Background: an optimization exercise with open tools, aiming at small area. Do not read the settings as production practice.
Where RTL was checked, it was by simulation tests only, not by an equivalence proof against the original.
Function not checked in run 3: the RTL went through the layout flow alone.
Power figures rest on the tool's default switching activity, not on a simulated workload.

$ cat flow/run.sh
#!/bin/bash
# synth_recipe.tcl (not shown) runs the flow's synth.tcl, then flattens the netlist and writes it again
# the make line also repeats each setting of config.mk as NAME=value (left out here)
make -C /OpenROAD-flow-scripts/flow DESIGN_CONFIG=/design/flow/config.mk WORK_HOME=/design/flow/orfs CLKGATE_MAP_FILE= SYNTH_SCRIPT=/design/flow/synth_recipe.tcl finish
$ cat flow/config.mk
export PLATFORM = sky130hd
export DESIGN_NAME = PWM_WRAPPER
export DESIGN_NICKNAME = PWM_WRAPPER
export VERILOG_FILES = /design/flow/design.v
export SDC_FILE = /design/flow/constraint.sdc
export NUM_CORES = 4
export LEC_CHECK = 0
export CAP_MARGIN = 20
export CORE_MARGIN = 2
export CORE_UTILIZATION = 40
export SLEW_MARGIN = 20
$ cat flow/constraint.sdc
create_clock -name core_clock -period 6.0 [get_ports {clk}]
set_input_delay 1.2000 -clock core_clock [delete_from_list [all_inputs] [get_ports {clk}]]
set_output_delay 1.2000 -clock core_clock [all_outputs]
set_load 0.01 [all_outputs]
$ cat flow/design.v
module minus_one(
input	[15:0]i_operand,
output	[15:0]o_result,
output	o_borrow
);
wire	[15:0]G_0;
assign	G_0=~i_operand;
wire	[15:0]G_1;
assign	G_1[1]=G_0[1]&G_0[0];
assign	G_1[3]=G_0[3]&G_0[2];
assign	G_1[5]=G_0[5]&G_0[4];
assign	G_1[7]=G_0[7]&G_0[6];
assign	G_1[9]=G_0[9]&G_0[8];
assign	G_1[11]=G_0[11]&G_0[10];
assign	G_1[13]=G_0[13]&G_0[12];
assign	G_1[15]=G_0[15]&G_0[14];
assign	G_1[0]=G_0[0];
assign	G_1[2]=G_0[2];
assign	G_1[4]=G_0[4];
assign	G_1[6]=G_0[6];
assign	G_1[8]=G_0[8];
assign	G_1[10]=G_0[10];
assign	G_1[12]=G_0[12];
assign	G_1[14]=G_0[14];
wire	[15:0]G_2;
assign	G_2[3]=G_1[3]&G_1[1];
assign	G_2[5]=G_1[5]&G_1[3];
assign	G_2[7]=G_1[7]&G_1[5];
assign	G_2[9]=G_1[9]&G_1[7];
assign	G_2[11]=G_1[11]&G_1[9];
assign	G_2[13]=G_1[13]&G_1[11];
assign	G_2[15]=G_1[15]&G_1[13];
assign	G_2[0]=G_1[0];
assign	G_2[2]=G_1[2];
assign	G_2[1]=G_1[1];
assign	G_2[4]=G_1[4];
assign	G_2[6]=G_1[6];
assign	G_2[8]=G_1[8];
assign	G_2[10]=G_1[10];
assign	G_2[12]=G_1[12];
assign	G_2[14]=G_1[14];
wire	[15:0]G_3;
assign	G_3[5]=G_2[5]&G_2[1];
assign	G_3[7]=G_2[7]&G_2[3];
assign	G_3[9]=G_2[9]&G_2[5];
assign	G_3[11]=G_2[11]&G_2[7];
assign	G_3[13]=G_2[13]&G_2[9];
assign	G_3[15]=G_2[15]&G_2[11];
assign	G_3[0]=G_2[0];
assign	G_3[2]=G_2[2];
assign	G_3[1]=G_2[1];
assign	G_3[4]=G_2[4];
assign	G_3[3]=G_2[3];
assign	G_3[6]=G_2[6];
assign	G_3[8]=G_2[8];
assign	G_3[10]=G_2[10];
assign	G_3[12]=G_2[12];
assign	G_3[14]=G_2[14];
wire	[15:0]G_4;
assign	G_4[9]=G_3[9]&G_3[1];
assign	G_4[11]=G_3[11]&G_3[3];
assign	G_4[13]=G_3[13]&G_3[5];
assign	G_4[15]=G_3[15]&G_3[7];
assign	G_4[0]=G_3[0];
assign	G_4[2]=G_3[2];
assign	G_4[1]=G_3[1];
assign	G_4[4]=G_3[4];
assign	G_4[3]=G_3[3];
assign	G_4[6]=G_3[6];
assign	G_4[5]=G_3[5];
assign	G_4[8]=G_3[8];
assign	G_4[7]=G_3[7];
assign	G_4[10]=G_3[10];
assign	G_4[12]=G_3[12];
assign	G_4[14]=G_3[14];
wire	[15:0]G_5;
assign	G_5[2]=G_4[2]&G_4[1];
assign	G_5[4]=G_4[4]&G_4[3];
assign	G_5[6]=G_4[6]&G_4[5];
assign	G_5[8]=G_4[8]&G_4[7];
assign	G_5[10]=G_4[10]&G_4[9];
assign	G_5[12]=G_4[12]&G_4[11];
assign	G_5[14]=G_4[14]&G_4[13];
assign	G_5[1]=G_4[1];
assign	G_5[3]=G_4[3];
assign	G_5[5]=G_4[5];
assign	G_5[7]=G_4[7];
assign	G_5[9]=G_4[9];
assign	G_5[11]=G_4[11];
assign	G_5[13]=G_4[13];
assign	G_5[15]=G_4[15];
assign	G_5[0]=G_4[0];
assign	o_result[0]=~i_operand[0];
assign	o_result[15:1]=(G_5[14:0]&(~i_operand[15:1]))|((~G_5[14:0])&i_operand[15:1]);
assign	o_borrow=G_5[15];
endmodule
module	prescaler_tick(
input	i_clk,
input	i_rst,
input	[15:0]i_divisor,
output	o_tick
);
wire	[15:0]divisor;
wire	borrow;
minus_one	minus_one_0(
i_divisor,
divisor,
borrow
);
wire	[15:0]limit;
assign	limit=borrow?16'd0:divisor;
reg	[15:0]ct;
assign	o_tick=(ct>=limit);
always@(posedge i_clk or negedge i_rst)
	if(!i_rst)
		ct<=0;
	else if(o_tick)
		ct<=0;
	else
		ct<=ct+1;
endmodule
module PWM_CORE(
    input           clk,
    input           reset,
    input   [15:0]  period,
    input   [15:0]  duty_cycle,
    input   [15:0]  prescaler,
    input           enable,
    output          pwm_running,
    output          pwm_out
);
wire    tick;
prescaler_tick prescaler_tick_0(
    clk,
    (!reset),
    prescaler,
    tick
);
reg [15:0] counter;
wire [15:0] period_minus_1;
assign period_minus_1 = (period == 0) ? 0 : (period - 1);
assign pwm_running = enable;
assign pwm_out = (counter < duty_cycle) && enable;
always@(posedge clk or posedge reset)
    if(reset) begin
        counter <= 0;
    end
    else begin
        if(enable && tick) begin
            if(counter >= period_minus_1) 
                counter <= 0;
            else 
                counter <= counter + 1;
        end
    end
endmodule
module PWM_CSR(
    input           clk,
    input           reset,
    input           chipselect,
    input           write,
    input           read,
    input   [2:0]   address,
    input   [31:0]  writedata,
    output  [31:0]  readdata,
    output          enable,
    output  [15:0]  period,
    output  [15:0]  duty_cycle,
    output  [15:0]  prescaler,
    input           pwm_running
);
parameter   ADDR_CONTROL=3'd0,
            ADDR_STATUS=3'd1,
            ADDR_PERIOD=3'd2,
            ADDR_DUTY_CYCLE=3'd3,
            ADDR_DIVISOR=3'd4;
reg [31:0]  data_reg;
reg [31:0]  control_reg;
reg [31:0]  status_reg;
reg [15:0]  period_reg;
reg [15:0]  duty_cycle_reg;
reg [15:0]  divisor_reg;
assign enable = control_reg[0];
assign period = period_reg;
assign duty_cycle = duty_cycle_reg;
assign prescaler = divisor_reg;
assign readdata = data_reg;
always @(posedge clk or posedge reset) begin
    if (reset) begin
        control_reg <= 32'h0;
        period_reg <= 16'h0;
        duty_cycle_reg <= 16'h0;
        divisor_reg <= 16'h0;
    end else if (chipselect & write) begin
        case (address)
            ADDR_CONTROL: control_reg <= writedata;
            ADDR_PERIOD: period_reg <= writedata[15:0];
            ADDR_DUTY_CYCLE: duty_cycle_reg <= writedata[15:0];
            ADDR_DIVISOR: divisor_reg <= writedata[15:0];
        endcase
    end else begin
        control_reg <= control_reg;
        period_reg <= period_reg;
        duty_cycle_reg <= duty_cycle_reg;
        divisor_reg <= divisor_reg;
    end
end
always @(posedge clk or posedge reset) begin
    if (reset) begin
        data_reg <= 32'h0;
    end else if (chipselect & read) begin
        case (address)
            ADDR_CONTROL: data_reg <= control_reg;
            ADDR_STATUS: data_reg <= {31'h0, pwm_running};
            ADDR_PERIOD: data_reg <= {16'h0, period_reg};
            ADDR_DUTY_CYCLE: data_reg <= {16'h0, duty_cycle_reg};
            ADDR_DIVISOR: data_reg <= {16'h0, divisor_reg};
            default: data_reg <= 32'h0;
        endcase
    end else begin
        data_reg <= data_reg;
    end
end
endmodule
module PWM_WRAPPER(
    input           clk,
    input           reset,
    input           chipselect,
    input           write,
    input           read,
    input   [2:0]   address,
    input   [31:0]  writedata,
    output  [31:0]  readdata,
    output          pwm_out
);
wire        enable;
wire [15:0] period;
wire [15:0] duty_cycle;
wire [15:0] prescaler;
wire        pwm_running;
PWM_CSR csr_inst (
    .clk            (clk),
    .reset          (reset),
    .chipselect     (chipselect),
    .write          (write),
    .read           (read),
    .address        (address),
    .writedata      (writedata),
    .readdata       (readdata),
    .enable         (enable),
    .period         (period),
    .duty_cycle     (duty_cycle),
    .prescaler      (prescaler),
    .pwm_running    (pwm_running)
);
PWM_CORE core_inst (
    .clk            (clk),
    .reset          (reset),
    .period         (period),
    .duty_cycle     (duty_cycle),
    .prescaler      (prescaler),
    .enable         (enable),
    .pwm_running    (pwm_running),
    .pwm_out        (pwm_out)
);
endmodule
==> results of run 1 <==
-- placed cells by master, fill, tap and decap left out, drive strengths merged, types with 2 or more instances in the layout --
cell type / instances
and2: 5
nand2b: 7
nand2: 56
inv: 45
and3: 7
a21oi: 19
or3: 4
or2b: 6
a221o: 2
a22o: 29
nand4: 14
dfrtp: 144
xnor2: 7
a22oi: 10
clkinvlp: 2
a211o: 4
nor3: 9
or4: 3
nand3: 14
nor3b: 3
a21o: 8
buf: 9
a221oi: 2
xor2: 23
clkinv: 5
nor2b: 8
o2111ai: 2
nor4: 9
nor2: 63
o21ai: 41
mux2i: 9
clkdlybuf4s50: 72
a31oi: 16
clkbuf: 17
ha: 59
mux2: 90
-- power by group through the flow --
stage	Sequential, W	Clock [W]	Combinational [W]
floorplan	0.00129	0	0.000545
global placement	0.00133	0	0.000745
detailed placement	0.00133	0	0.000778
CTS	0.00132	0.00104	0.000785
global route	0.00135	0.00109	0.000874
finish	0.00132	0.00102	0.000775
-- metrics by stage --
| step | std cells | hold WS (ns) |
|---|---|---|
| after floorplan | 749 | 0.4622 |
| after global routing | 1096 | 0.4991 |
| after CTS | 1096 | 0.4876 |
| after global placement | 1064 | 0.4665 |
| after detailed placement | 1064 | 0.4706 |
| final | 1096 | 0.4802 |
-- routing by layer --
metal  share of wire  GRT usage  wire length (um)
met5               0          0                 0
met4           0.013    0.05147               253
met3           0.031    0.03774               586
met2            0.48     0.3086              9116
met1            0.48     0.2569              9143
-- worst min-delay path, delay by kind of cell (launching register included) --
family,cells,cell delay (ns)
flops,1,0.35
simple gates,1,0.04
compound gates,1,0.06
-- path summary, 6_finish.rpt --
| kind | slack [ns] | from | endpoint |
|---|---|---|---|
| setup reg to reg | 1.62 | csr_inst.divisor_reg[0] | core_inst.counter[0] |
| max in group asynchronous | 3.51 | reset | csr_inst.period_reg[5] |
| hold reg to reg | 0.48 | csr_inst.data_reg[6] | csr_inst.data_reg[6] |
| setup / recovery | 1.62 | csr_inst.divisor_reg[0] | core_inst.counter[0] |
| min in group asynchronous | 1.35 | reset | csr_inst.control_reg[21] |
| hold / removal | 0.48 | csr_inst.data_reg[6] | csr_inst.data_reg[6] |
-- synthesized netlist by cell type (6+ instances only) --
cell,n
mux2i_1,9
nor3_1,9
a21oi_1,19
o21ai_0,40
or2b_1,6
a22o_1,29
nand4_1,14
nor2_1,63
mux2_2,90
nor2b_1,8
ha_1,59
buf_2,6
a31oi_1,16
a21o_1,8
and3_1,6
inv_1,37
xnor2_1,7
nand2b_1,7
nor4_1,7
xor2_1,23
nand2_1,56
clkbuf_1,19
a22oi_1,10
nand3_1,13
dfrtp_1,144
-- cell type report --
cell class / count / area share
clock buffers: 17 / 0.04454
repair buffers: 81 / 0.08253
clock inverters: 15 / 0.01520
multi-input cells: 537 / 0.4307
well taps: 265 / 0.03471
flip-flops and latches: 144 / 0.3773
inverters: 37 / 0.01506
-- kinds of logic after synthesis --
group | after synthesis
buf+inv | 68
fa+ha+maj | 59
compound gates | 137
xor+xnor | 30
simple gates | 212
mux | 99
flops | 144
==> impl_metrics.yaml, run 1 <==
floorplan:
  die_h_um: 145.2
  coreArea_um2: 19530
  dieArea_um2: 21070
  start_util: 0.4082
  num_rows: 51
  io_pins: 73
  die_w_um: 145.2
worst_setup_path:
  crit_chain: "inv_1 -> ha_1 -> nor3b_2 -> and3_2 -> nand3_2 -> or3_1 -> or3_4 -> and2_4 -> ha_1 -> nand2b_1 -> a31oi_1 -> o21ai_1 -> a211o_1 -> nor3b_4 -> mux2_2"
  cpLargestDelayFamily: "simple AND/OR/NAND/NOR gates"
  cp-start-kind: "flip-flop"
  worstPathArrival_ns: 4.74
  critPathRequiredTime_ns: 6.36
  rr_worst_depth: 15
  end_kind: "flip-flop"
  cp_slowest_stage_delay_ns: 0.67
  slowest_stage: "nor3b_4"
  path_common_cell: "ha_1"
  critPathBufInv: 1
  crit_fanout: 18
  crit_type: "reg -> reg"
  cp.depth: 15
synthesis:
  synth_top_family_by_area: "multiplexers"
  synth_top_area_frac: 0.4520
  synth_edf_count: 0
  synth_fp_nets: 848
  synthMuxAreaShare: 0.1384
  synth_cell_types: 53
  synth_simple_gate_area_share: 0.1351
  syn_area_um2: 7971
  ys_warn_count: 3
  synth_compound_area_frac: 0.1144
  async_reset_ff_frac: 1.000
  synth_xor_xnor_area_share: 0.03296
  syn_area_per_cell_um2: 10.64
  ys_seq_elements: 144
  yosys.area.top_type: "dfrtp_1"
  synth_fa_ha_area_frac: 0.09261
  postSynthCellCount: 749
  ys_seq_area_frac: 0.4520
  synth_flop_cell: "dfrtp_1"
  synth_area_leaders: "dfrtp_1 (45%), mux2_2 (13%), ha_1 (9.3%)"
power_and_ir_drop:
  clkPwrFrac: 0.328
  p_switching_w: 0.001017
  p_per_area_nw_per_um2: 326.2
  total_power_w: 0.003116
  internal-power_w: 0.002099
  leakagePower_nw: 4.389
  p_seq_frac: 0.423
  peakVddDrop_uv: 191.4
  swShare: 0.3264
  pwr-share-comb: 0.249
global_routing:
  grt_pass1_vias: 6069
  grt_max_degree: 107
  antenna_found_initial: 0
  gr-total-overflow: 0
  grt_usage: 0.1889
  grt_pass1_wl_mm: 32.13
timing:
  timing.final.hold_violations: 0
  slew_violations: 0
  max_freq_mhz: 228.4
  max-slew-margin-rel: 0.3428
  min_period_ns: 4.379
  finalSetupViolCount: 0
  worst_pin_slew_ns: 0.9829
  period_share: 0.7298
  skew_ns: 0.01042
  worst_slack_ns: 1.621
  fin_tns_setup_ns: 0
  rsz0062_at_grt: "false"
drt:
  dr.pass1.iters: 4
  antenna_left: 0
  num_vias: 5869
  post_drt_wl_per_cell_um: 17.43
  routed_wl_mm: 19.10
  drt-initial-drc-count: 278
  vias_per_cell: 5.355
  drc: 0
clock_tree:
  clock-root-buffer: "clkbuf_16"
  post-cts-setup-buffers: 0
  cts_sinks: 144
  cts_htree_levels: 4
  cts_buffers: 17
  cts_hold_buf: 0
  clock_path_buffers: 2
  cts_tree: "built"
  cts_resized: 0
  clk_pin_slew_ns: 0.07
  clkLatencyLatePin_ns: 0.43
cells_and_area:
  layout-drive-gt1-share: 0.1721
  final_nets: 917
  fin_area_um2: 9552
  fillers: 1795
  multi_input_area_um2: 4114
  postLayoutCoreUtil: 0.4892
  antenna_cells: 0
  syn2layout_area_growth_pct: 19.82
  seqCellArea_um2: 3603
outcome:
  status: "timing/DRC/antenna clean"
flow_run:
  drv_cap: 0
place:
  place_hpwl_mm: 13.69
  port_buffers: 72
  dp_slack_ns: 1.602
  postPlaceCellArea_um2: 8981
  gp_congestion: 0.8491
hold_path:
  whs_path_depth: 2
  hold_path.class: "reg -> reg"
==> run 2: changes to the inputs <==
==> flow/design.v (replaced) <==
module PWM_WRAPPER(
    input           clk,
    input           reset,
    input           chipselect,
    input           write,
    input           read,
    input   [2:0]   address,
    input   [31:0]  writedata,
    output  [31:0]  readdata,
    output          pwm_out
);
reg [31:0] control_reg;
reg [15:0] period_reg;
reg [15:0] duty_reg;
reg [15:0] div_reg;
reg [31:0] data_reg;
reg [15:0] ct1;
reg [15:0] cnt1;
wire enable = control_reg[0];
function ge16;
    input [15:0] a;
    input [15:0] b;
    integer i;
    reg g;
    begin
        g = 1'b1;
        for (i = 0; i < 16; i = i + 1)
            g = (a[i] & ~b[i]) | ((a[i] | ~b[i]) & g);
        ge16 = g;
    end
endfunction
wire tick = ge16(ct1, div_reg);
wire adv = enable & tick;
wire wrap = ge16(cnt1, period_reg);
assign pwm_out = ge16(duty_reg, cnt1) && enable;
assign readdata = data_reg;
always @(posedge clk or posedge reset)
    if (reset) begin
        control_reg <= 32'h0;
        period_reg  <= 16'h0;
        duty_reg    <= 16'h0;
        div_reg     <= 16'h0;
    end else if (chipselect & write) begin
        case (address)
            3'd0: control_reg <= writedata;
            3'd2: period_reg  <= writedata[15:0];
            3'd3: duty_reg    <= writedata[15:0];
            3'd4: div_reg     <= writedata[15:0];
            default: ;
        endcase
    end
always @(posedge clk or posedge reset)
    if (reset)
        data_reg <= 32'h0;
    else if (chipselect & read)
        case (address)
            3'd0: data_reg <= control_reg;
            3'd1: data_reg <= {31'h0, enable};
            3'd2: data_reg <= {16'h0, period_reg};
            3'd3: data_reg <= {16'h0, duty_reg};
            3'd4: data_reg <= {16'h0, div_reg};
            default: data_reg <= 32'h0;
        endcase
always @(posedge clk or posedge reset)
    if (reset)
        ct1 <= 16'h1;
    else if (tick)
        ct1 <= 16'h1;
    else
        ct1 <= ct1 + 16'h1;
always @(posedge clk or posedge reset)
    if (reset)
        cnt1 <= 16'h1;
    else if (adv) begin
        if (wrap)
            cnt1 <= 16'h1;
        else
            cnt1 <= cnt1 + 16'h1;
    end
endmodule
==> run 2 against run 1 <==
Still clean on timing, DRC and antenna. Final cell count down 13%. Worst setup slack better by 0.34 ns. Critical path depth down 6. Die area down 13%. Worst hold slack worse by 0.0048 ns. Final area down 11%. Non-clock buffer count down 4. Synthesized area down 14%. Global-route usage up 1.3 points. Synthesized cell count down 12%. Highest routed layer unchanged.
==> impl_metrics.yaml, run 2 <==
synthesis:
  syn_area_um2: 6870
  synthTopCellsByCount: "dfrtp_1 (142), nand2_1 (76), mux2_2 (65)"
  ys_seq_area_frac: 0.5249
  synth_edf_count: 0
  synth_top_area_frac: 0.5172
  ys_warn_count: 1
  synthMostInstantiatedCell: "dfrtp_1"
  ys_seq_elements: 144
  yosys.area.top_type: "dfrtp_1"
  synth_area_leaders: "dfrtp_1 (52%), mux2_2 (11%), o21ai_0 (4.4%)"
  async_reset_ff_frac: 1.000
  synth_fp_nets: 701
  syn_area_per_cell_um2: 10.43
  postSynthCellCount: 659
  synth_flop_cell: "dfrtp_1"
  synth_cell_types: 59
place:
  gp_congestion: 0.9057
  dp_slack_ns: 1.955
  postPlaceCellArea_um2: 7811
  place_hpwl_mm: 12.62
  port_buffers: 72
  dp.cells: 926
hold_path:
  hold_path.class: "reg -> reg"
global_routing:
  gr-max-usage-layer: "met2"
  grt_max_degree: 100
  grt_pass1_wl_mm: 28.29
  met1_usage: 0.2844
  gr-total-overflow: 0
  grtUsageMet2: 0.3158
  grt_pass1_vias: 5201
  antenna_found_initial: 0
  grt_usage: 0.2022
  grt_util_met3: 0.03904
timing:
  skew_ns: 0.009349
  rsz0062_at_grt: "false"
  worst_slack_ns: 1.965
  fin_tns_setup_ns: 0
  timing.final.hold_violations: 0
  max-slew-margin-rel: 0.2569
  min_period_ns: 4.035
  worst_pin_slew_ns: 1.110
  period_share: 0.6724
  slew_violations: 0
  finalSetupViolCount: 0
  max_freq_mhz: 247.9
worst_setup_path:
  worstPathArrival_ns: 2.83
  critPathRequiredTime_ns: 4.80
  crit_chain: "nor2b_1 -> maj3_1 -> maj3_1 -> o21a_1 -> a31oi_1 -> o2111ai_1 -> o211ai_1 -> nand2_1 -> clkdlybuf4s50_1"
  cp_slowest_stage_delay_ns: 0.50
  end_kind: "output port"
  rrSetupSlack_ns: 2.85
  crit_fanout: 4
  cp-start-kind: "flip-flop"
  slowest_stage: "clkdlybuf4s50_1"
  path_common_cell: "maj3_1"
  crit_type: "reg -> out"
cells_and_area:
  syn2layout_area_growth_pct: 23.37
  stdcell_count: 957
  final_cell_mix: "dfrtp_1 (142), nand2_1 (76), clkdlybuf4s50_1 (72), mux2_2 (65), o21ai_0 (61)"
  layout-drive-gt1-share: 0.1560
  final_common_cell: "dfrtp_1"
  final_nets: 767
  antenna_cells: 0
  fin_area_um2: 8476
clock_tree:
  cts_hold_buf: 0
  cts_resized: 0
  post-cts-setup-buffers: 0
  cts_tree: "built"
  clock_path_buffers: 2
  clkLatencyLatePin_ns: 0.42
  cts_sinks: 144
  clk_pin_slew_ns: 0.06
  clock-root-buffer: "clkbuf_16"
  cts_htree_levels: 4
  cts_buffers: 17
floorplan:
  io_pins: 73
  die_h_um: 135.1
  die_w_um: 135.1
  coreArea_um2: 16700
  num_rows: 47
  start_util: 0.4114
  dieArea_um2: 18240
power_and_ir_drop:
  p_per_area_nw_per_um2: 359.5
  peakVddDrop_uv: 225.3
  leakagePower_nw: 3.468
  total_power_w: 0.003047
drt:
  drc: 0
  drt-initial-drc-count: 462
  post_drt_wl_per_cell_um: 18.31
  routed_wl_mm: 17.52
  dr.pass1.iters: 5
  vias_per_cell: 5.565
  antenna_left: 0
  num_vias: 5326
flow_run:
  drv_cap: 0
outcome:
  status: "timing/DRC/antenna clean"
## run 2: cell count changes in the layout (fill, tap and decap cells not counted), sizes merged, moves of 8 or more
cell	before	now
a221oi	2	17
a22o	29	16
a22oi	10	1
a31oi	16	7
ha	59	2
inv	45	37
mux2	90	65
nand2	56	76
nand4	14	5
nor2	63	37
o21ai	41	61
o22ai	0	8
o2bb2ai	0	9
xor2	23	3
## run 2: routing by layer
layer,part of all wire,up-vias
li1,-,2514
met5,0,-
met4,0.014,0
met3,0.046,21
met1,0.48,2622
met2,0.46,169
## run 2: worst paths after layout
kind | start | endpoint | depth (start not counted)
max | duty_reg[7] | pwm_out | 9
min | data_reg[31] | data_reg[31] | 2
max reg2reg | ct1[0] | cnt1[9] | 8
min reg2reg | data_reg[31] | data_reg[31] | 2
max in group asynchronous | reset | cnt1[5] | 3
min in group asynchronous | reset | data_reg[27] | 2
## run 2: kinds of logic after synthesis
logic type	count (synthesis)	share of synthesized area
compound gates	169	0.1675
xor+xnor	14	0.01785
fa+ha+maj	7	0.01093
buf+inv	66	0.03660
flops	144	0.5249
mux	67	0.1095
simple gates	192	0.1328
## run 2: where the power goes
| group | leakage, nW | total [W] | internal, W | switching [W] |
|---|---|---|---|---|
| combinational | 1.31 | 0.000526 | 0.000277 | 0.000249 |
| sequential | 1.84 | 0.00133 | 0.00115 | 0.000181 |
| clock | 0.315 | 0.00119 | 0.000777 | 0.000411 |
## run 2: metrics by stage
stage	hold WS, ns	util
3_3_place_gp	0.4629	0.4677
5_1_grt	0.5110	0.5075
6_report	0.4754	0.5075
4_1_cts	0.4840	0.5075
2_1_floorplan	0.4580	-
3_5_place_dp	0.4706	0.4677
## run 2: area by class of cell
class | instances | area, um2
clock buffers | 17 | 425.4
clock inverters | 14 | 239.0
fillers | 1499 | 8225
inverters | 36 | 140.1
multi-input cells | 449 | 3032
flip-flops and latches | 144 | 3606
well taps | 220 | 275.3
repair buffers | 77 | 758.2
## run 2: critical path, delay by kind of cell (launching register included)
| family | cells | cell delay (ns) |
|---|---|---|
| AND/OR/NAND/NOR | 2 | 0.24 |
| adder cells (fa/ha/maj) | 2 | 0.71 |
| AO/OA/AOI/OAI | 4 | 0.54 |
| flip-flops | 1 | 0.43 |
| buffers and inverters | 1 | 0.50 |
==> run 3: changes to the inputs <==
==> flow/design.v (replaced) <==
module PWM_WRAPPER(
    input           clk,
    input           reset,
    input           chipselect,
    input           write,
    input           read,
    input   [2:0]   address,
    input   [31:0]  writedata,
    output  [31:0]  readdata,
    output          pwm_out
);
reg        enable;           
reg [31:1] control_hi;
reg [15:0] period_reg;
reg [15:0] duty_reg;
reg [15:0] div_reg;
reg        control_v, period_v, duty_v, div_v;
reg [31:0] data_reg;
reg [15:0] ct1;
reg [15:0] cnt1;
function ge16;
    input [15:0] a;
    input [15:0] b;
    integer i;
    reg g;
    begin
        g = 1'b1;
        for (i = 0; i < 16; i = i + 1)
            g = (a[i] & ~b[i]) | ((a[i] | ~b[i]) & g);
        ge16 = g;
    end
endfunction
wire tick = ~div_v | ge16(ct1, div_reg);
wire adv = enable & tick;
wire wrap = ~period_v | ge16(cnt1, period_reg);
assign pwm_out = enable & duty_v & ge16(duty_reg, cnt1);
assign readdata = data_reg;
wire wr = chipselect & write;
wire rd = chipselect & read;
always @(posedge clk or posedge reset)
    if (reset) begin
        enable    <= 1'b0;
        control_v <= 1'b0;
        period_v  <= 1'b0;
        duty_v    <= 1'b0;
        div_v     <= 1'b0;
    end else if (wr) begin
        case (address)
            3'd0: begin enable <= writedata[0]; control_v <= 1'b1; end
            3'd2: period_v <= 1'b1;
            3'd3: duty_v   <= 1'b1;
            3'd4: div_v    <= 1'b1;
            default: ;
        endcase
    end
always @(posedge clk)
    if (wr) begin
        case (address)
            3'd0: control_hi <= writedata[31:1];
            3'd2: period_reg <= writedata[15:0];
            3'd3: duty_reg   <= writedata[15:0];
            3'd4: div_reg    <= writedata[15:0];
            default: ;
        endcase
    end
always @(posedge clk or posedge reset)
    if (reset)
        data_reg <= 32'h0;
    else if (rd)
        case (address)
            3'd0: data_reg <= {control_v ? control_hi : 31'h0, enable};
            3'd1: data_reg <= {31'h0, enable};
            3'd2: data_reg <= {16'h0, period_v ? period_reg : 16'h0};
            3'd3: data_reg <= {16'h0, duty_v ? duty_reg : 16'h0};
            3'd4: data_reg <= {16'h0, div_v ? div_reg : 16'h0};
            default: data_reg <= 32'h0;
        endcase
always @(posedge clk or posedge reset)
    if (reset)
        ct1 <= 16'h1;
    else if (tick)
        ct1 <= 16'h1;
    else
        ct1 <= ct1 + 16'h1;
always @(posedge clk or posedge reset)
    if (reset)
        cnt1 <= 16'h1;
    else if (adv) begin
        if (wrap)
            cnt1 <= 16'h1;
        else
            cnt1 <= cnt1 + 16'h1;
    end
endmodule
==> flow/flow/run.sh (new file) <==
#!/bin/bash
# Standard layout with two changes: the port buffers are the smallest buffer
# (buf_1 instead of the resizer's default pick), and CTS uses clkbuf_8 only
# and inserts no dummy loads.
set -euo pipefail
export BUFFER_PORTS_ARGS="-buffer_cell sky130_fd_sc_hd__buf_1"
export CTS_ARGS="-sink_clustering_enable -repair_clock_nets -buf_list sky130_fd_sc_hd__clkbuf_8 -dont_use_dummy_load"
bash standard.sh > standard.log 2>&1
==> flow/standard.sh (new file) <==
#!/bin/bash
# synth_recipe.tcl (not shown) runs the flow's synth.tcl, then flattens the netlist and writes it again
# the make line also repeats each setting of config.mk as NAME=value (left out here)
make -C /OpenROAD-flow-scripts/flow DESIGN_CONFIG=/design/flow/config.mk WORK_HOME=/design/flow/orfs CLKGATE_MAP_FILE= SYNTH_SCRIPT=/design/flow/synth_recipe.tcl "${@:-finish}"
removed: flow/run.sh
==> run 3 against run 2 <==
Sequential share of layout area up 13 points. Still clean. Synthesized area down 3.3%. Worst hold slack better by 0.0068 ns. Final cell count down 9.9%.
==> impl_metrics.yaml, run 3 <==
synthesis:
  synth_flop_cell: "edfxtp_1"
  ys_seq_elements: 148
  ys_warn_count: 1
  yosys.area.top_type: "edfxtp_1"
  ys_seq_area_frac: 0.6172
  synth_top_family_by_area: "compound AO/OA/AOI/OAI gates"
  synth_area_leaders: "edfxtp_1 (36%), dfrtp_1 (25%), nand2_1 (4.5%)"
  synth_top_area_frac: 0.3570
  synth_xor_xnor_area_share: 0.02504
  synth_simple_gate_area_share: 0.1344
  synth_cell_types: 71
  synth_fp_nets: 612
  synth_fa_ha_area_frac: 0.01939
  synthTopCellsByCount: "edfxtp_1 (79), nand2_1 (79), dfrtp_1 (67)"
  postSynthCellCount: 570
  synthMuxAreaShare: 0.006402
  syn_area_um2: 6645
  synth_edf_count: 79
  syn_area_per_cell_um2: 11.66
  async_reset_ff_frac: 0.4662
  synth_compound_area_frac: 0.1567
cells_and_area:
  fin_area_um2: 7367
  fillers: 1541
  final_cell_mix: "nand2_1 (79), edfxtp_1 (79), buf_1 (72), dfrtp_1 (67), o21ai_0 (43)"
  antenna_cells: 0
  multi_input_area_um2: 2291
  final_nets: 686
  seqCellArea_um2: 4101
  postLayoutCoreUtil: 0.4490
  layout-drive-gt1-share: 0.08567
  largest_reg_flops: 32
  syn2layout_area_growth_pct: 10.86
clock_tree:
  cts_tree: "built"
  cts_htree_levels: 4
  clock_path_buffers: 2
  clkLatencyLatePin_ns: 0.45
  clk_pin_slew_ns: 0.08
  clock-root-buffer: "clkbuf_8"
  cts_buffers: 17
  cts_resized: 0
  cts_hold_buf: 0
  cts_sinks: 148
  post-cts-setup-buffers: 0
global_routing:
  grt_pass1_wl_mm: 25.00
  gr-total-overflow: 0
  grt_pass1_vias: 4780
  grt_usage: 0.1835
  antenna_found_initial: 0
  grt_max_degree: 70
worst_setup_path:
  rrSetupSlack_ns: 3.37
  critPathRequiredTime_ns: 4.80
  cp-start-kind: "flip-flop"
  rr_worst_depth: 8
  crit_fanout: 5
  worstSetupStartpoint: "cnt1[0]"
  worstPathArrival_ns: 2.47
  rr_startpoint: "ct1[14]"
  r2r_end: "cnt1[14]"
  crit_chain: "nand2b_1 -> maj3_1 -> maj3_1 -> a2bb2oi_1 -> o2111ai_1 -> nand2_1 -> o2111ai_1 -> nand2_1 -> buf_1"
  cp_slowest_stage_delay_ns: 0.57
  slowest_stage: "dfstp_2"
  endpoint: "pwm_out"
  end_kind: "output port"
  crit_type: "reg -> out"
hold_path:
  hold_path.class: "reg -> reg"
drt:
  drc: 0
  num_vias: 4711
  vias_per_cell: 5.465
  routed_wl_mm: 15.26
  post_drt_wl_per_cell_um: 17.70
  drt-initial-drc-count: 520
  dr.pass1.iters: 5
  antenna_left: 0
timing:
  timing.final.hold_violations: 0
  finalSetupViolCount: 0
  min_period_ns: 3.674
  max_freq_mhz: 272.2
  skew_ns: 0.02792
  max-slew-margin-rel: 0.3814
  worst_pin_slew_ns: 0.9278
  rsz0062_at_grt: "false"
  period_share: 0.6123
  slew_violations: 0
  fin_tns_setup_ns: 0
power_and_ir_drop:
  peakVddDrop_uv: 134.2
  leakagePower_nw: 2.666
  p_per_area_nw_per_um2: 272.2
floorplan:
  coreArea_um2: 16410
  die_h_um: 132.9
  io_pins: 73
  die_w_um: 132.9
  num_rows: 47
  dieArea_um2: 17660
  start_util: 0.4050
flow_run:
  drv_cap: 0
place:
  place_hpwl_mm: 10.79
  port_buffers: 72
  gp_congestion: 0.8452
  postPlaceCellArea_um2: 7133
outcome:
  status: "timing/DRC/antenna clean"
-- run 3: cell types whose count changed in the layout (fill, tap and decap cells not counted), moves of 18 or more --
cell             change
o21ai_0             -18
buf_1               +72
clkdlybuf4s50_1     -72
edfxtp_1            +79
dfrtp_1             -75
mux2_2              -64
a222oi_1            +18
-- run 3: cells by family after synthesis --
group,count (synthesis)
XOR/XNOR,19
AND/OR/NAND/NOR,185
buffers and inverters,62
adder cells (fa/ha/maj),12
multiplexers,4
AO/OA/AOI/OAI,140
flip-flops,148
-- run 3: how the worst min path moves through the flow --
stage	start	end	slack (ns)	cells after the start
floorplan	control_v	control_v	0.43	1
global placement	control_v	control_v	0.45	1
detailed placement	control_v	control_v	0.47	1
CTS	data_reg[22]	data_reg[22]	0.49	2
global route	data_reg[18]	data_reg[18]	0.50	2
finish	data_reg[22]	data_reg[22]	0.48	2
-- run 3: power by group --
part	leakage (nW)	internal (W)	total (W)	switching [W]
Sequential	1.64	0.00114	0.00119	0.0000574
Combinational	0.905	0.000100	0.000251	0.000150
Clock	0.122	0.000249	0.000561	0.000311
Total	2.67	0.00149	0.00201	0.000519
-- run 3: critical path: cells and delay by family, from the launching register on --
kind	cells	cell delay, ns
DFF	1	0.57
AOI/OAI and AO/OA	3	0.32
and+or+nand+nor	3	0.27
adders and majority gates	2	0.74
buffers and inverters	1	0.14
-- run 3: per-stage QoR --
step,total power [W],std cells,worst slack (ns),hold WS (ns)
final,0.002005,862,2.326,0.4821
after global routing,0.002106,862,2.184,0.5024
after CTS,0.002029,862,2.272,0.4866
after detailed placement,0.001467,845,2.788,0.4653
after global placement,0.001453,845,2.793,0.4494
after floorplan,0.001378,570,0.7731,0.4304
-- run 3: per-layer routing --
layer	part of all wire	global-route usage	vias to the layer above
li1	-	-	2209
met1	0.46	0.2379	2341
met2	0.47	0.2982	132
met3	0.042	0.04253	29
met4	0.023	0.07527	0
met5	0	0	-
-- run 3: cell type report --
class / count / area share
well taps: 220 / 0.03736
flip-flops and latches: 148 / 0.5567
clock buffers: 17 / 0.03176
inverters: 38 / 0.01936
multi-input cells: 360 / 0.3110
repair buffers: 79 / 0.04382
==> run 4: changes to the inputs <==
--- a/flow/design.v
+++ b/flow/design.v
@@ -27,5 +27,5 @@
         g = 1'b1;
         for (i = 0; i < 16; i = i + 1)
-            g = (a[i] & ~b[i]) | ((a[i] | ~b[i]) & g);
+            g = (a[i] ~^ b[i]) ? g : a[i];
         ge16 = g;
     end
==> run 4 against run 3 <==
Still clean. Flip-flop and latch count unchanged. Die area fell by 1.3%. Critical path depth is 1 lower. Worst setup slack worse by 0.15 ns. Combinational power is 6% lower. Worst hold slack got worse by 0.0024 ns. Sequential power barely moved. Sequential share of layout area grew 0.60 points. Global-route usage increased by 0.089 points. Synthesized cell count fell by 0.70%. Critical endpoint unchanged. Largest cell class unchanged. Largest power group unchanged. Highest routed layer unchanged.
==> impl_metrics.yaml, run 4 <==
synthesis:
  ys_seq_elements: 148
  syn_area_per_cell_um2: 11.59
  synth_edf_count: 79
  synthMostInstantiatedCell: "edfxtp_1"
  synth_flop_cell: "edfxtp_1"
  postSynthCellCount: 566
  ys_warn_count: 1
  synth_fp_nets: 608
  async_reset_ff_frac: 0.4662
  synth_cell_types: 58
  ys_seq_area_frac: 0.6255
  synth_area_leaders: "edfxtp_1 (36%), dfrtp_1 (26%), nand2_1 (4.0%)"
  synthTopCellsByCount: "edfxtp_1 (79), nand2_1 (70), dfrtp_1 (67)"
  yosys.area.top_type: "edfxtp_1"
  synth_top_area_frac: 0.3618
  syn_area_um2: 6558
drt:
  dr.pass1.iters: 5
  routed_wl_mm: 15.41
  drt-initial-drc-count: 304
  post_drt_wl_per_cell_um: 18.10
  antenna_left: 0
  num_vias: 4576
  drc: 0
  vias_per_cell: 5.377
cells_and_area:
  fillers: 1491
  final_cell_mix: "edfxtp_1 (79), buf_1 (72), nand2_1 (70), dfrtp_1 (67), o21ai_0 (47)"
  fin_area_um2: 7288
  layout-drive-gt1-share: 0.06457
  multi_input_area_um2: 2251
  final_nets: 679
  antenna_cells: 0
  syn2layout_area_growth_pct: 11.14
  largest_reg_flops: 32
  postLayoutCoreUtil: 0.4572
  final_common_cell: "edfxtp_1"
  stdcell_count: 851
  seqCellArea_um2: 4101
timing:
  worst_pin_slew_ns: 0.9163
  fin_tns_setup_ns: 0
  period_share: 0.6367
  max_freq_mhz: 261.8
  skew_ns: 0.01244
  timing.final.hold_violations: 0
  max-slew-margin-rel: 0.3891
  finalSetupViolCount: 0
  rsz0062_at_grt: "false"
  slew_violations: 0
  min_period_ns: 3.820
global_routing:
  grt_pass1_wl_mm: 24.63
  grt_max_degree: 70
  grt_usage: 0.1844
  antenna_found_initial: 0
  grt_pass1_vias: 4499
  gr-total-overflow: 0
worst_setup_path:
  end_kind: "output port"
  cp_slowest_stage_delay_ns: 0.60
  cp-start-kind: "flip-flop"
  crit_type: "reg -> out"
  slowest_stage: "dfstp_2"
  critPathRequiredTime_ns: 4.80
  crit_chain: "nand2b_1 -> maj3_1 -> a211o_1 -> a31oi_1 -> maj3_1 -> and3_1 -> o31ai_1 -> buf_1"
  cpLargestDelayFamily: "compound AO/OA/AOI/OAI gates"
  critPathBufInv: 1
  crit_fanout: 7
  worstPathArrival_ns: 2.62
  path_common_cell: "maj3_1"
clock_tree:
  cts_buffers: 17
  clock_path_buffers: 2
  cts_htree_levels: 4
  cts_hold_buf: 0
  cts_tree: "built"
  post-cts-setup-buffers: 0
  clkLatencyLatePin_ns: 0.45
  clock-root-buffer: "clkbuf_8"
  cts_resized: 0
  cts_sinks: 148
  clk_pin_slew_ns: 0.07
hold_path:
  hold_path.class: "reg -> reg"
power_and_ir_drop:
  p_per_area_nw_per_um2: 273.7
  peakVddDrop_uv: 144.9
  leakagePower_nw: 2.698
floorplan:
  die_w_um: 132.0
  num_rows: 46
  io_pins: 73
  coreArea_um2: 15940
  dieArea_um2: 17430
  die_h_um: 132.0
  start_util: 0.4113
place:
  postPlaceCellArea_um2: 7051
  place_hpwl_mm: 10.62
  port_buffers: 72
  dp.cells: 834
  gp_congestion: 0.8452
flow_run:
  drv_cap: 0
outcome:
  status: "timing/DRC/antenna clean"
-- run 4: cell types whose count changed after synthesis, sizes merged, moves of 6 or more --
| cell | before | now |
|---|---|---|
| a21boi | 17 | 1 |
| a221oi | 3 | 19 |
| a222oi | 18 | 0 |
| a22o | 0 | 26 |
| clkbuf | 17 | 23 |
| inv | 38 | 29 |
| nand2 | 80 | 70 |
| nand3 | 17 | 11 |
| nor2b | 11 | 23 |
| xnor2 | 16 | 7 |
-- run 4: per-layer routing --
metal | vias up | GRT usage | share of wire
met5 | - | 0 | 0
met2 | 134 | 0.2922 | 0.48
li1 | 2190 | - | -
met3 | 12 | 0.04152 | 0.053
met1 | 2240 | 0.2531 | 0.46
met4 | 0 | 0.05797 | 0.011
-- run 4: kinds of logic (layout without fill, tap and decap cells) --
logic type	after synthesis	count (layout)	share of synthesized area
flops	148	148	0.6255
mux	1	1	0.001717
buf+inv	56	125	0.03472
simple gates	189	189	0.1420
fa+ha+maj	14	14	0.02232
xor+xnor	13	13	0.01736
compound gates	145	145	0.1565
-- run 4: where the power goes --
group	internal [W]	switching, W
logic	0.0000992	0.000136
clock network	0.000249	0.000311
registers	0.00114	0.0000638
-- run 4: through the flow --
stage	setup slack, ns	total power, W	hold WS (ns)
2_1_floorplan	0.7732	0.001368	0.4304
3_3_place_gp	2.671	0.001442	0.4476
3_5_place_dp	2.672	0.001455	0.4608
4_1_cts	2.157	0.002015	0.4794
5_1_grt	2.092	0.002087	0.5009
6_report	2.180	0.001995	0.4797
-- run 4: layout make-up --
cell class,count,share of cell area
multi-input combinational,362,0.3088
clock buffer,17,0.03210
timing repair buffer,79,0.04429
tap,216,0.03708
inverter,29,0.01494
sequential,148,0.5627
-- run 4: final timing paths --
path,end,depth (start not counted),slack (ns),start
max in group asynchronous,div_v,3,4.39,reset
worst max-delay path,pwm_out,8,2.18,cnt1[0]
worst max register to register,cnt1[7],8,3.15,div_reg[13]
min in group asynchronous,data_reg[29],3,1.02,reset
worst min register to register,control_v,1,0.48,control_v
worst min-delay path,control_v,1,0.48,control_v
==> run 5: changes to the inputs <==
==> flow/flow/run.sh (replaced) <==
#!/bin/bash
# Standard layout with three changes:
#  - after the standard synthesis, its combinational logic is mapped again by
#    ABC for area (resyn.abc); every flip-flop cell keeps its name and type;
#  - the port buffers are the smallest buffer (buf_1);
#  - CTS uses clkbuf_8 only and inserts no dummy loads.
set -euo pipefail
export BUFFER_PORTS_ARGS="-buffer_cell sky130_fd_sc_hd__buf_1"
export CTS_ARGS="-sink_clustering_enable -repair_clock_nets -buf_list sky130_fd_sc_hd__clkbuf_8 -dont_use_dummy_load"

bash standard.sh synth > synth.log 2>&1

RES=orfs/results/$FLOW_PLATFORM/PWM_WRAPPER/base
LIB=$FLOW_HOME/platforms/$FLOW_PLATFORM/lib/sky130_fd_sc_hd__tt_025C_1v80.lib
cp $RES/1_2_yosys.v 1_2_yosys.standard.v
DONT_USE=""
for c in $(sed -n '/^export DONT_USE_CELLS/,/^$/p' $FLOW_HOME/platforms/$FLOW_PLATFORM/config.mk | grep -o 'sky130_fd_sc_hd__[a-z0-9_]*'); do
  DONT_USE="$DONT_USE -dont_use $c"
done
cat > resyn.ys <<EOS
read_liberty -ignore_miss_func $LIB
read_verilog 1_2_yosys.standard.v
hierarchy -top $FLOW_TOP
setattr -mod -set keep_hierarchy 1 sky130_fd_sc_hd__df* sky130_fd_sc_hd__edf* sky130_fd_sc_hd__sdf* sky130_fd_sc_hd__dl* sky130_fd_sc_hd__conb*
flatten
rename -hide $FLOW_TOP/w:*.*
opt_clean -purge
abc -liberty $LIB -script flow/resyn.abc $DONT_USE
opt_clean -purge
splitnets
opt_clean -purge
hilomap -singleton -hicell sky130_fd_sc_hd__conb_1 HI -locell sky130_fd_sc_hd__conb_1 LO
insbuf -buf sky130_fd_sc_hd__buf_4 A X
rename -hide $FLOW_TOP/w:_*
stat -liberty $LIB
select $FLOW_TOP
write_verilog -noattr -noexpr -nohex -nodec -selected 1_2_yosys.resyn.v
EOS
yosys -s resyn.ys > resyn.log 2>&1
cp 1_2_yosys.resyn.v $RES/1_2_yosys.v
rm -f $RES/1_synth.odb $RES/1_synth.sdc

bash standard.sh > finish.log 2>&1
==> flow/flow/resyn.abc (new file) <==
strash
&get -n
&deepsyn -T 20
&put
dch -f
map -a
==> run 5 against run 4 <==
Register-to-register slack got worse by 2.1 ns. Worst hold slack lost 0.012 ns. Utilization up 0.52 points. Final area fell by 8.5%. Count of clock-buffer cells in the layout stayed put. Synthesized area shrank 11%. Critical path type is now reg -> reg. Critical endpoint is now cnt1[14].
==> impl_metrics.yaml, run 5 <==
worst_setup_path:
  endpoint: "cnt1[14]"
  worstPathArrival_ns: 5.23
  path_common_cell: "nand2_1"
  cp-start-kind: "flip-flop"
  rrSetupSlack_ns: 1.04
  slowest_stage: "dfstp_2"
  critPathRequiredTime_ns: 6.27
  worstSetupStartpoint: "ct1[0]"
  crit_type: "reg -> reg"
  rr_startpoint: "ct1[0]"
  cp_slowest_stage_delay_ns: 0.55
  rr_worst_depth: 31
  end_kind: "flip-flop"
  crit_fanout: 15
  r2r_end: "cnt1[14]"
global_routing:
  grt_usage: 0.1829
  grt_pass1_wl_mm: 21.79
  grtUsageMet2: 0.2915
  grt_max_degree: 70
  grt_pass1_vias: 4090
  met1_usage: 0.2441
  gr-max-usage-layer: "met2"
  gr-total-overflow: 0
  antenna_found_initial: 0
  grt_util_met3: 0.04768
timing:
  worst_pin_slew_ns: 0.9947
  finalSetupViolCount: 0
  timing.final.hold_violations: 0
  min_period_ns: 4.956
  slew_violations: 0
  worst_slack_ns: 1.044
  max_freq_mhz: 201.8
  period_share: 0.8260
  fin_tns_setup_ns: 0
  max-slew-margin-rel: 0.3344
  skew_ns: 0.02234
  rsz0062_at_grt: "false"
cells_and_area:
  layout-drive-gt1-share: 0.09499
  final_cell_mix: "edfxtp_1 (79), buf_1 (72), dfrtp_1 (67), clkinv_1 (63), nor2_1 (62)"
  largest_reg_flops: 32
  syn2layout_area_growth_pct: 14.08
  antenna_cells: 0
  final_nets: 621
  final_common_cell: "edfxtp_1"
drt:
  routed_wl_mm: 13.65
  num_vias: 4094
  vias_per_cell: 5.366
  antenna_left: 0
  dr.pass1.iters: 4
  drt-initial-drc-count: 242
  post_drt_wl_per_cell_um: 17.89
  drc: 0
power_and_ir_drop:
  pwr-share-comb: 0.077
  p_seq_frac: 0.622
  swShare: 0.2330
  leakagePower_nw: 2.435
  p_per_area_nw_per_um2: 279.0
  peakVddDrop_uv: 183.3
  total_power_w: 0.001860
  internal-power_w: 0.001427
  p_switching_w: 0.0004334
  clkPwrFrac: 0.301
place:
  gp_congestion: 0.8507
  port_buffers: 72
  dp_slack_ns: 1.071
  place_hpwl_mm: 9.144
clock_tree:
  cts_tree: "built"
  clkLatencyLatePin_ns: 0.44
  clock_path_buffers: 2
  clk_pin_slew_ns: 0.07
  cts_sinks: 148
  cts_hold_buf: 0
  cts_buffers: 17
  post-cts-setup-buffers: 0
  clock-root-buffer: "clkbuf_8"
  cts_resized: 0
  cts_htree_levels: 4
outcome:
  status: "timing/DRC/antenna clean"
flow_run:
  drv_cap: 0
floorplan:
  num_rows: 44
  die_w_um: 124.9
  die_h_um: 124.9
  io_pins: 73
  dieArea_um2: 15600
  start_util: 0.4053
  coreArea_um2: 14420
hold_path:
  hold_path.class: "reg -> reg"
synthesis:
  postSynthCellCount: 481
  synth_fp_nets: 521
  ys_warn_count: 1
  syn_area_um2: 5846
  syn_area_per_cell_um2: 12.15
[run 5: changes by cell type in the layout (fill, tap and decap cells not counted), sizes merged, moves of 11 or more]
cell	before	now
a221oi	19	4
a22oi	2	42
and3	11	0
clkinv	0	64
inv	29	1
maj3	12	0
nand2	70	45
nand2b	15	0
nor2	32	62
nor2b	23	0
nor3	5	31
o211ai	1	12
o21ai	52	10
[run 5: routing by layer]
| layer | wire (um) | share of wire |
|---|---|---|
| met1 | 6280 | 0.46 |
| met5 | 0 | 0 |
| met3 | 647 | 0.047 |
| met2 | 6522 | 0.48 |
| met4 | 197 | 0.014 |
[run 5: critical path: cells and delay by family (launching register included)]
| kind | cells | cell delay (ns) |
|---|---|---|
| simple gates | 20 | 2.81 |
| buf+inv | 2 | 0.32 |
| flops | 1 | 0.55 |
| compound gates | 9 | 1.12 |
[run 5: cell type report]
cell class              count  area (um2)
inverters                  65       245.2
multi-input cells         268        1520
well taps                 184       230.2
flip-flops and latches    148        4101
fillers                  1330        7755
repair buffers             81       337.8
clock buffers              17       234.0
[run 5: power by group through the flow]
stage	logic [W]	clock network, W	registers [W]
final	0.000143	0.000561	0.00116
after global routing	0.000162	0.000618	0.00116
after CTS	0.000147	0.000578	0.00116
after detailed placement	0.000146	0	0.00118
after global placement	0.000142	0	0.00117
after floorplan	0.0000810	0	0.00118
[run 5: worst min-delay path by stage]
stage	from	cells after the start	slack [ns]	end
global route	control_hi[23]	1	0.49	data_reg[23]
finish	control_hi[26]	1	0.47	data_reg[26]
global placement	control_hi[17]	1	0.45	data_reg[17]
floorplan	control_v	1	0.44	control_v
CTS	control_hi[26]	1	0.47	data_reg[26]
detailed placement	control_hi[28]	1	0.46	data_reg[28]
[run 5: per-stage QoR]
| step | utilization | std cells | hold WS (ns) | instance area (um2) |
|---|---|---|---|---|
| floorplan | - | 481 | 0.4405 | 5846 |
| global placement | 0.4460 | 746 | 0.4506 | 6434 |
| detailed placement | 0.4461 | 746 | 0.4550 | 6435 |
| CTS | 0.4624 | 763 | 0.4717 | 6669 |
| global route | 0.4624 | 763 | 0.4879 | 6669 |
| finish | 0.4624 | 763 | 0.4680 | 6669 |
==> run 6: changes to the inputs <==
--- a/flow/design.v
+++ b/flow/design.v
@@ -10,6 +10,5 @@
     output          pwm_out
 );
-reg        enable;           
-reg [31:1] control_hi;
+reg [31:0] control_reg;
 reg [15:0] period_reg;
 reg [15:0] duty_reg;
@@ -19,4 +18,5 @@
 reg [15:0] ct1;
 reg [15:0] cnt1;
+wire enable = control_v & control_reg[0];
 function ge16;
     input [15:0] a;
@@ -40,5 +40,4 @@
 always @(posedge clk or posedge reset)
     if (reset) begin
-        enable    <= 1'b0;
         control_v <= 1'b0;
         period_v  <= 1'b0;
@@ -47,8 +46,8 @@
     end else if (wr) begin
         case (address)
-            3'd0: begin enable <= writedata[0]; control_v <= 1'b1; end
-            3'd2: period_v <= 1'b1;
-            3'd3: duty_v   <= 1'b1;
-            3'd4: div_v    <= 1'b1;
+            3'd0: control_v <= 1'b1;
+            3'd2: period_v  <= 1'b1;
+            3'd3: duty_v    <= 1'b1;
+            3'd4: div_v     <= 1'b1;
             default: ;
         endcase
@@ -57,8 +56,8 @@
     if (wr) begin
         case (address)
-            3'd0: control_hi <= writedata[31:1];
-            3'd2: period_reg <= writedata[15:0];
-            3'd3: duty_reg   <= writedata[15:0];
-            3'd4: div_reg    <= writedata[15:0];
+            3'd0: control_reg <= writedata;
+            3'd2: period_reg  <= writedata[15:0];
+            3'd3: duty_reg    <= writedata[15:0];
+            3'd4: div_reg     <= writedata[15:0];
             default: ;
         endcase
@@ -69,5 +68,5 @@
     else if (rd)
         case (address)
-            3'd0: data_reg <= {control_v ? control_hi : 31'h0, enable};
+            3'd0: data_reg <= control_v ? control_reg : 32'h0;
             3'd1: data_reg <= {31'h0, enable};
             3'd2: data_reg <= {16'h0, period_v ? period_reg : 16'h0};
@@ -76,19 +75,13 @@
             default: data_reg <= 32'h0;
         endcase
-always @(posedge clk or posedge reset)
-    if (reset)
-        ct1 <= 16'h1;
-    else if (tick)
+always @(posedge clk)
+    if (tick)
         ct1 <= 16'h1;
     else
         ct1 <= ct1 + 16'h1;
-always @(posedge clk or posedge reset)
-    if (reset)
+always @(posedge clk)
+    if (~control_v | (adv & wrap))
         cnt1 <= 16'h1;
-    else if (adv) begin
-        if (wrap)
-            cnt1 <= 16'h1;
-        else
-            cnt1 <= cnt1 + 16'h1;
-    end
+    else if (adv)
+        cnt1 <= cnt1 + 16'h1;
 endmodule
==> flow/flow/resyn.abc (replaced) <==
strash
&get -n
&deepsyn -T 60
&put
dch -f
&get -n
&nf -a -R 1000
&put
==> run 6 against run 5 <==
Still clean. Wire length shrank 9.1%. Utilization grew 0.31 points. Die area shrank 3.9%. Clock skew grew 0.0033 ns. Via count shrank 7.0%. Flip-flop and latch count is the same. Count of clock-buffer cells in the layout is the same. Synthesized area shrank 4.1%. Final cell count shrank 8.1%. Critical endpoint is now cnt1[15]. Largest power group unchanged.
==> impl_metrics.yaml, run 6 <==
floorplan:
  coreArea_um2: 13770
  die_w_um: 122.4
  start_util: 0.4072
  num_rows: 43
  io_pins: 73
  die_h_um: 122.4
  dieArea_um2: 14980
timing:
  holdWs_ns: 0.4594
  worst_pin_slew_ns: 1.005
  fin_tns_setup_ns: 0
  timing.final.hold_violations: 0
  min_period_ns: 4.795
  rsz0062_at_grt: "false"
  max_freq_mhz: 208.5
  worst_slack_ns: 1.205
  period_share: 0.7992
  slew_violations: 0
  skew_ns: 0.02564
  max-slew-margin-rel: 0.3300
  finalSetupViolCount: 0
power_and_ir_drop:
  peakVddDrop_uv: 110.4
  p_switching_w: 0.0004437
  swShare: 0.2344
  p_per_area_nw_per_um2: 295.2
  p_seq_frac: 0.616
  clkPwrFrac: 0.288
  internal-power_w: 0.001449
  pwr-share-comb: 0.096
  leakagePower_nw: 2.300
worst_setup_path:
  crit_type: "reg -> reg"
  worstSetupStartpoint: "ct1[1]"
  cpLargestDelayFamily: "simple AND/OR/NAND/NOR gates"
  endpoint: "cnt1[15]"
  rr_worst_depth: 25
  end_kind: "flip-flop"
  critPathBufInv: 2
  cp_slowest_stage_delay_ns: 0.38
  cp.depth: 25
  cp-start-kind: "flip-flop"
  rr_startpoint: "ct1[1]"
  r2r_end: "cnt1[15]"
  worstPathArrival_ns: 5.14
  critPathRequiredTime_ns: 6.35
  slowest_stage: "nor4_1"
  crit_fanout: 18
  rrSetupSlack_ns: 1.20
drt:
  drt-initial-drc-count: 303
  post_drt_wl_per_cell_um: 17.70
  dr.pass1.iters: 5
  antenna_left: 0
  drc: 0
  routed_wl_mm: 12.41
  vias_per_cell: 5.432
  num_vias: 3808
synthesis:
  syn_area_um2: 5608
  synth_fp_nets: 463
  ys_warn_count: 1
  postSynthCellCount: 423
  syn_area_per_cell_um2: 13.26
clock_tree:
  clock_path_buffers: 2
  clkLatencyLatePin_ns: 0.43
  cts_hold_buf: 0
  cts_resized: 0
  clock-root-buffer: "clkbuf_8"
  cts_htree_levels: 4
  cts_sinks: 148
  clk_pin_slew_ns: 0.08
  cts_buffers: 17
  post-cts-setup-buffers: 0
  cts_tree: "built"
global_routing:
  gr-total-overflow: 0
  grt_max_degree: 37
  antenna_found_initial: 0
  grt_usage: 0.1734
  grt_pass1_wl_mm: 19.55
  grt_pass1_vias: 3798
cells_and_area:
  antenna_cells: 0
  final_nets: 563
  final_cell_mix: "edfxtp_1 (80), buf_1 (72), dfrtp_1 (36), clkinv_1 (33), dfxtp_1 (32)"
  final_common_cell: "edfxtp_1"
  syn2layout_area_growth_pct: 14.32
  fillers: 1251
  layout-drive-gt1-share: 0.05182
  postLayoutCoreUtil: 0.4655
place:
  gp_congestion: 0.8152
  dp_slack_ns: 1.296
  port_buffers: 72
  place_hpwl_mm: 8.359
hold_path:
  hold_path.class: "reg -> reg"
outcome:
  status: "timing/DRC/antenna clean"
flow_run:
  drv_cap: 0
run 6: final cells by class:
class / count / area (um2) / share of cell area
Inverter: 33 / 123.9 / 0.01932
Sequential cell: 148 / 3944 / 0.6151
Timing Repair Buffer: 81 / 337.8 / 0.05269
Tap cell: 180 / 225.2 / 0.03513
Multi-Input combinational cell: 242 / 1546 / 0.2412
Clock buffer: 17 / 234.0 / 0.03649
run 6: worst min-delay path by stage:
stage / end / cells after the start / slack (ns) / from
after global placement: data_reg[29] / 1 / 0.45 / control_reg[29]
after CTS: data_reg[26] / 1 / 0.46 / control_reg[26]
final: data_reg[27] / 1 / 0.46 / control_reg[27]
after floorplan: data_reg[16] / 1 / 0.44 / control_reg[16]
after detailed placement: data_reg[26] / 1 / 0.45 / control_reg[26]
after global routing: data_reg[22] / 1 / 0.48 / control_reg[22]
run 6: power groups by stage:
stage	clock network, W	registers (W)	logic (W)
final	0.000546	0.00117	0.000182
after global routing	0.000601	0.00117	0.000205
after CTS	0.000568	0.00117	0.000184
after detailed placement	0	0.00119	0.000183
after global placement	0	0.00118	0.000179
after floorplan	0	0.00118	0.000111
run 6: per-layer routing:
layer / wire length [um] / share of wire / up-vias / track usage
li1: - / - / 1827 / -
met1: 5577 / 0.45 / 1876 / 0.2316
met2: 6081 / 0.49 / 94 / 0.2736
met3: 583 / 0.047 / 11 / 0.04182
met4: 165 / 0.013 / 0 / 0.06825
met5: 0 / 0 / - / 0
run 6: worst register-to-register path: stages (launching register included):
cell       delay (ns)
dfxtp_1          0.37
clkinv_1         0.12
o211ai_1         0.18
a21oi_1          0.10
o2bb2ai_1        0.13
o221ai_1         0.12
a31oi_1          0.16
a221oi_1         0.07
o2bb2ai_1        0.15
a221oi_1         0.09
o2bb2ai_1        0.15
a221oi_1         0.09
o221ai_1         0.18
buf_4            0.26
nand2_1          0.13
nor4_1           0.38
and2_0           0.30
and3_1           0.23
and2_0           0.25
and3_1           0.22
and2_0           0.24
and3_1           0.23
and2_0           0.25
and3_1           0.21
nor2_1           0.04
nor2_1           0.07
run 6: metrics by stage:
step                      instance area [um2]  std cells  power, W
final                                    6411        701  0.001892
after global routing                     6411        701  0.001978
after CTS                                6411        701  0.001917
after detailed placement                 6177        684  0.001370
after global placement                   6177        684  0.001364
after floorplan                          5608        423  0.001295
==> run 7: changes to the inputs <==
--- a/flow/flow/run.sh
+++ b/flow/flow/run.sh
@@ -7,5 +7,5 @@
 set -euo pipefail
 export BUFFER_PORTS_ARGS="-buffer_cell sky130_fd_sc_hd__buf_1"
-export CTS_ARGS="-sink_clustering_enable -repair_clock_nets -buf_list sky130_fd_sc_hd__clkbuf_8 -dont_use_dummy_load"
+export CTS_ARGS="-sink_clustering_enable -repair_clock_nets -buf_list {sky130_fd_sc_hd__clkbuf_4 sky130_fd_sc_hd__clkbuf_8} -sink_clustering_max_diameter 40 -dont_use_dummy_load"
 
 bash standard.sh synth > synth.log 2>&1
--- a/flow/config.mk
+++ b/flow/config.mk
@@ -6,6 +6,6 @@
 export NUM_CORES = 4
 export LEC_CHECK = 0
-export CAP_MARGIN = 20
+export CAP_MARGIN = 0
 export CORE_MARGIN = 2
 export CORE_UTILIZATION = 40
-export SLEW_MARGIN = 20
+export SLEW_MARGIN = 0
==> run 7 against run 6 <==
Final area did not move. Synthesized cell count did not move. Final cell count did not move. Via count did not move. Synthesized area did not move. Clock skew did not move. First-iteration DRC count did not move. Non-clock buffer count did not move. Critical endpoint unchanged.
==> impl_metrics.yaml, run 7 <==
outcome:
  status: "timing/DRC/antenna clean"
floorplan:
  coreArea_um2: 13770
  die_w_um: 122.4
  dieArea_um2: 14980
  die_h_um: 122.4
  start_util: 0.4072
  num_rows: 43
  io_pins: 73
place:
  dp.cells: 684
  place_hpwl_mm: 8.359
  gp_congestion: 0.8152
  port_buffers: 72
drt:
  route.met3.wl_um: 583
  antenna_left: 0
  drc: 0
  post_drt_wl_per_cell_um: 17.70
  num_vias: 3808
  vias_per_cell: 5.432
  routed_wl_mm: 12.41
  dr_wl_met2_mm: 6.081
  top_layer_used: "met4"
  drt-initial-drc-count: 303
  drt-met1-wl_mm: 5.577
  dr.pass1.iters: 5
timing:
  skew_ns: 0.02564
  min_period_ns: 4.795
  finalSetupViolCount: 0
  slew_violations: 0
  max_freq_mhz: 208.5
  timing.final.hold_violations: 0
  worst_pin_slew_ns: 1.005
  max-slew-margin-rel: 0.3300
  fin_tns_setup_ns: 0
  period_share: 0.7992
  rsz0062_at_grt: "false"
clock_tree:
  clkLatencyLatePin_ns: 0.43
  cts_buffers: 17
  cts_tree: "built"
  cts_hold_buf: 0
  post-cts-setup-buffers: 0
  clock_path_buffers: 2
  clock-root-buffer: "clkbuf_8"
  clk_pin_slew_ns: 0.08
  cts_sinks: 148
  cts_htree_levels: 4
  cts_resized: 0
worst_setup_path:
  critPathRequiredTime_ns: 6.35
  cp-start-kind: "flip-flop"
  crit_type: "reg -> reg"
  worstPathArrival_ns: 5.14
  crit_fanout: 18
  end_kind: "flip-flop"
cells_and_area:
  final_nets: 563
  syn2layout_area_growth_pct: 14.32
  fillers: 1251
  seqCellArea_um2: 3944
  final_cell_mix: "edfxtp_1 (80), buf_1 (72), dfrtp_1 (36), clkinv_1 (33), dfxtp_1 (32)"
  final_common_cell: "edfxtp_1"
  layout-drive-gt1-share: 0.05182
  stdcell_count: 701
  multi_input_area_um2: 1546
  antenna_cells: 0
synthesis:
  synth_fp_nets: 463
  postSynthCellCount: 423
  syn_area_um2: 5608
  syn_area_per_cell_um2: 13.26
  ys_warn_count: 1
power_and_ir_drop:
  p_per_area_nw_per_um2: 295.2
  leakagePower_nw: 2.300
  internal-power_w: 0.001449
  p_seq_frac: 0.616
  pwr-share-comb: 0.096
  clkPwrFrac: 0.288
  swShare: 0.2344
  p_switching_w: 0.0004437
  peakVddDrop_uv: 110.4
global_routing:
  gr-total-overflow: 0
  grt_pass1_vias: 3798
  grt_usage: 0.1734
  grt_max_degree: 37
  antenna_found_initial: 0
  grt_pass1_wl_mm: 19.55
flow_run:
  drv_cap: 0
hold_path:
  hold_path.class: "reg -> reg"
run 7: worst paths after layout:
check	startpoint	end	slack [ns]	cells after the start
max	ct1[1]	cnt1[15]	1.20	25
min	control_reg[27]	data_reg[27]	0.46	1
max reg2reg	ct1[1]	cnt1[15]	1.20	25
min reg2reg	control_reg[27]	data_reg[27]	0.46	1
max in group asynchronous	reset	data_reg[8]	4.77	3
min in group asynchronous	reset	data_reg[27]	0.85	3
run 7: layout make-up:
type	count	area share
Sequential cell	148	0.6151
Multi-Input combinational cell	242	0.2412
Timing Repair Buffer	81	0.05269
Clock buffer	17	0.03649
Tap cell	180	0.03513
Inverter	33	0.01932
run 7: routing by layer:
layer | vias to the layer above | global-route usage
met1 | 1876 | 0.2316
met3 | 11 | 0.04182
met4 | 0 | 0.06825
li1 | 1827 | -
met5 | - | 0
met2 | 94 | 0.2736
run 7: through the flow:
| stage | power [W] | hold slack, ns | worst slack [ns] | util | instance area (um2) |
|---|---|---|---|---|---|
| final | 0.001892 | 0.4594 | 1.205 | 0.4655 | 6411 |
| after global routing | 0.001978 | 0.4780 | 0.5251 | 0.4655 | 6411 |
| after CTS | 0.001917 | 0.4586 | 1.228 | 0.4655 | 6411 |
| after detailed placement | 0.001370 | 0.4507 | 1.296 | 0.4485 | 6177 |
| after global placement | 0.001364 | 0.4475 | 1.445 | 0.4485 | 6177 |
| after floorplan | 0.001295 | 0.4428 | 1.036 | - | 5608 |
run 7: worst max-delay path, stage by stage, from the launching register on:
cell and delay (ns):
dfxtp_1 0.37, clkinv_1 0.12, o211ai_1 0.18, a21oi_1 0.10
o2bb2ai_1 0.13, o221ai_1 0.12, a31oi_1 0.16, a221oi_1 0.07
o2bb2ai_1 0.15, a221oi_1 0.09, o2bb2ai_1 0.15, a221oi_1 0.09
o221ai_1 0.18, buf_4 0.26, nand2_1 0.13, nor4_1 0.38
and2_0 0.30, and3_1 0.23, and2_0 0.25, and3_1 0.22
and2_0 0.24, and3_1 0.23, and2_0 0.25, and3_1 0.21
nor2_1 0.04, nor2_1 0.07
run 7: power groups by stage:
| stage | clock network [W] | registers, W | logic, W |
|---|---|---|---|
| final | 0.000546 | 0.00117 | 0.000182 |
| after global routing | 0.000601 | 0.00117 | 0.000205 |
| after CTS | 0.000568 | 0.00117 | 0.000184 |
| after detailed placement | 0 | 0.00119 | 0.000183 |
| after global placement | 0 | 0.00118 | 0.000179 |
| after floorplan | 0 | 0.00118 | 0.000111 |

-- afterwards: timing with drivers on the ports --
In the flow no input, the clock included, has a driving cell. The finished layouts below were timed again as built, in two steps. Step 1 (the two cells are an assumption about what drives the block):
set clk [get_ports {clk}]
set_driving_cell -lib_cell sky130_fd_sc_hd__clkbuf_16 $clk
set_driving_cell -lib_cell sky130_fd_sc_hd__buf_2 [delete_from_list [all_inputs] $clk]
Step 2, shift: input delay + t, output delay - t, t = (earliest + latest rising clock arrival at the registers) / 2. This alone moves slack from input paths to output paths. Three values: ideal ports, drivers, drivers and shift; two values: the first two.
run | t (ns) | setup slack, ns | clock arrival spread, ns
run 1 | 0.472 | 1.621 / 1.608 / 1.621 | 0.011 / 0.012
run 2 | 0.463 | 1.965 / 1.923 / 1.873 | 0.010 / 0.009
run 3 | 0.472 | 2.326 / 2.288 / 2.759 | 0.028 / 0.029
run 4 | 0.477 | 2.180 / 2.143 / 2.621 | 0.015 / 0.015
run 5 | 0.465 | 1.044 / 1.044 / 1.044 | 0.023 / 0.022
run 6 | 0.451 | 1.205 / 1.205 / 1.205 | 0.028 / 0.028
run 7 | 0.451 | 1.205 / 1.205 / 1.205 | 0.028 / 0.028
After both steps every run listed still meets setup and hold. The setup slack of run 2, which loses most, moves by -0.042 ns with the drivers and by -0.092 ns with both steps.
